This is an optimization exercise on Yosys and OpenROAD, whose aim is small area, not a production implementation.
At most, simulation tests tie the RTL to the original design; equivalence was not proved.
No activity file was given, so power comes from the tool's default toggle rates.

==> flow/design.v <==
module alu_top (
    input             clk,
    input      [15:0] a,
    input      [15:0] b,
    input      [2:0]  opcode,
    input             mode,
    output reg [15:0] result,
    output reg        za,
    output reg        zb,
    output reg        eq,
    output reg        gt,
    output reg        lt
);
    reg [15:0] a_q, b_q;
    reg [2:0]  opcode_q;
    reg        mode_q;
    wire [15:0] alu_out;
    wire        za_w, zb_w, eq_w, gt_w, lt_w;
    ALU u_alu (.a(a_q), .b(b_q), .opcode(opcode_q), .mode(mode_q),
               .outALU(alu_out), .za(za_w), .zb(zb_w), .eq(eq_w), .gt(gt_w), .lt(lt_w));
    always @(posedge clk) begin
        a_q      <= a;
        b_q      <= b;
        opcode_q <= opcode;
        mode_q   <= mode;
        result   <= alu_out;
        za       <= za_w;
        zb       <= zb_w;
        eq       <= eq_w;
        gt       <= gt_w;
        lt       <= lt_w;
    end
endmodule

module arith(a, b, opcode, gt, divz, outau);
input [15:0] a;
input [15:0] b;
input [2:0] opcode;
input gt;              
input divz;            
output [15:0] outau;
wire mult = opcode[0] & ~opcode[1];
wire div  = opcode[0] & opcode[1];
wire sub  = opcode[1];
wire divok = div & ~divz;
localparam [15:0] FASTROWS = 16'b0001010101010111;
wire [15:0] L = gt ? a : b;       
wire [15:0] S = gt ? b : a;       
wire [15:0] Y = S ^ {16{sub}};
wire [15:0] hz;
assign hz[0] = divok;
genvar i, j;
generate
for (j = 1; j < 16; j = j + 1) begin : hzc
    assign hz[j] = hz[j-1] & Y[16-j];
end
endgenerate
wire [15:0] X [0:16];
wire [15:0] sel;
assign X[16] = L & {16{~mult}};
generate
for (j = 15; j >= 0; j = j - 1) begin : row
    wire [16:j] c;
    wire [15:j] xn;
    assign c[j] = sub;
    for (i = j; i < 16; i = i + 1) begin : bc
        wire x = X[j+1][i];
        wire y = Y[i-j];
        if (FASTROWS[j]) begin : f
            wire d = y ^ c[i];
            wire h = x ^ y;
            assign c[i+1] = h ? c[i] : x;
            assign xn[i] = x ^ (sel[j] & d);
        end else begin : s
            wire t = x ^ y ^ c[i];
            assign c[i+1] = (x & y) | (x & c[i]) | (y & c[i]);
            assign xn[i] = sel[j] ? t : x;
        end
    end
    if (j == 0) begin : s0
        assign sel[j] = (mult & L[j]) | (hz[j] & c[16]) | ~opcode[0];
    end else begin : sj
        assign sel[j] = (mult & L[j]) | (hz[j] & c[16]);
    end
    assign X[j][15:j] = xn;
    if (j > 0) begin : keep
        assign X[j][j-1:0] = X[j+1][j-1:0];
    end
end
endgenerate
assign outau = opcode[2] ? 16'h0000 : (div ? sel : X[0]);
endmodule
module logic_unit(a, b, opcode, outlu, za, zb, eq, gt, lt);
input [15:0] a;
input [15:0] b;
input [2:0] opcode;
output [15:0] outlu;
output za, zb, eq, gt, lt;
reg [3:0] t;
always @(*)
begin
	case(opcode)
	3'b000: t = 4'b1000;	 
	3'b001: t = 4'b1110;	 
	3'b010: t = 4'b0001;	 
	3'b011: t = 4'b0111;	 
	3'b100: t = 4'b0011;	 
	3'b101: t = 4'b0101;	 
	3'b110: t = 4'b0110;	 
	default: t = 4'b1001;	 
	endcase
end
genvar i;
generate
for (i = 0; i < 16; i = i + 1) begin : lu
    assign outlu[i] = a[i] ? (b[i] ? t[3] : t[2]) : (b[i] ? t[1] : t[0]);
end
endgenerate
wire [16:0] g, l;
assign g[0] = 1'b0;
assign l[0] = 1'b0;
generate
for (i = 0; i < 16; i = i + 1) begin : cmp
    assign g[i+1] = b[i] ? (a[i] & g[i]) : (a[i] | g[i]);
    assign l[i+1] = a[i] ? (b[i] & l[i]) : (b[i] | l[i]);
end
endgenerate
assign gt = g[16];
assign lt = l[16];
assign eq = ~(gt | lt);
assign za = ~|a;
assign zb = ~|b;
endmodule
module ALU( a, b, opcode, mode, outALU, za, zb, eq, gt, lt);
input [15:0] a;
input [15:0] b;
input [2:0] opcode;
input mode;
output [15:0] outALU;
output za, zb, eq, gt, lt;
wire [15:0] outau;
wire [15:0] outlu;
arith a1 (.a(a), .b(b), .opcode(opcode), .gt(gt), .divz(za | zb), .outau(outau));
logic_unit l1 (.a(a), .b(b), .opcode(opcode), .outlu(outlu), .za(za), .zb(zb), .eq(eq), .gt(gt), .lt(lt));
assign outALU = mode ? outlu : outau;
endmodule
Settings: LEC_CHECK=0, ABC_AREA=1, CAP_MARGIN=20, CORE_MARGIN=2, CORE_UTILIZATION=60, SLEW_MARGIN=20; clock period 45.0 ns.
run.sh (not shown) runs the stock make flow with config.mk's settings and CLKGATE_MAP_FILE= SYNTH_SCRIPT=/design/flow/synth_recipe.tcl, a recipe that flattens the netlist after the stock synthesis.
The first run went through all stages and came out clean.
==> next run, changes <==
--- a/flow/design.v
+++ b/flow/design.v
@@ -41,11 +41,11 @@
 output [15:0] outau;
 wire mult = opcode[0] & ~opcode[1];
 wire div  = opcode[0] & opcode[1];
 wire sub  = opcode[1];
 wire divok = div & ~divz;
-localparam [15:0] FASTROWS = 16'b0001010101010111;
+localparam FAST = 1;
 wire [15:0] L = gt ? a : b;       
 wire [15:0] S = gt ? b : a;       
 wire [15:0] Y = S ^ {16{sub}};
 wire [15:0] hz;
 assign hz[0] = divok;
@@ -64,11 +64,11 @@
     wire [15:j] xn;
     assign c[j] = sub;
     for (i = j; i < 16; i = i + 1) begin : bc
         wire x = X[j+1][i];
         wire y = Y[i-j];
-        if (FASTROWS[j]) begin : f
+        if ((i - j) % FAST == FAST - 1) begin : f
             wire d = y ^ c[i];
             wire h = x ^ y;
             assign c[i+1] = h ? c[i] : x;
             assign xn[i] = x ^ (sel[j] & d);
         end else begin : s
What happened: The new run went through all stages and came out clean; global-route usage shrinks by 3.7 points; maximum frequency grows by about 60%; clock-buffer cell count shrinks by 1; cell count grows by 18%; worst setup slack gains 15 ns; routed wire length grows by 8.7%; area after synthesis grows by 22%; sequential power grows by about 1%; power grows by 24%; worst hold slack gains 0.020 ns; core utilization shrinks by 1.8 points; synthesized cell count grows by about 20%; via count grows by about 15%; register-to-register slack gains 15 ns.
Only the layout flow was run in the first run of this note; the RTL was not checked for function there.

-- port drivers added, routing unchanged --
No port has a modelled driver above. Below, the same layouts with a new extraction and two added sets of constraints. Step 1 assumes that a clkbuf_16 drives the clock port and a buf_2 every other input. Step 2, shift: input delay + t, output delay - t, t = (earliest + latest rising clock arrival at the registers) / 2. This alone moves slack from input paths to output paths. a / b / c = no drivers / after step 1 / after step 2; a / b = the first two.
run	shift t [ns]	setup WS [ns]	worst hold slack (ns)
the first run	0.357	4.399 / 4.399 / 4.399	0.624 / 0.624 / 0.624
the second run	0.355	19.753 / 19.753 / 19.753	0.644 / 0.644 / 0.644
After both steps every run listed still meets setup and hold.
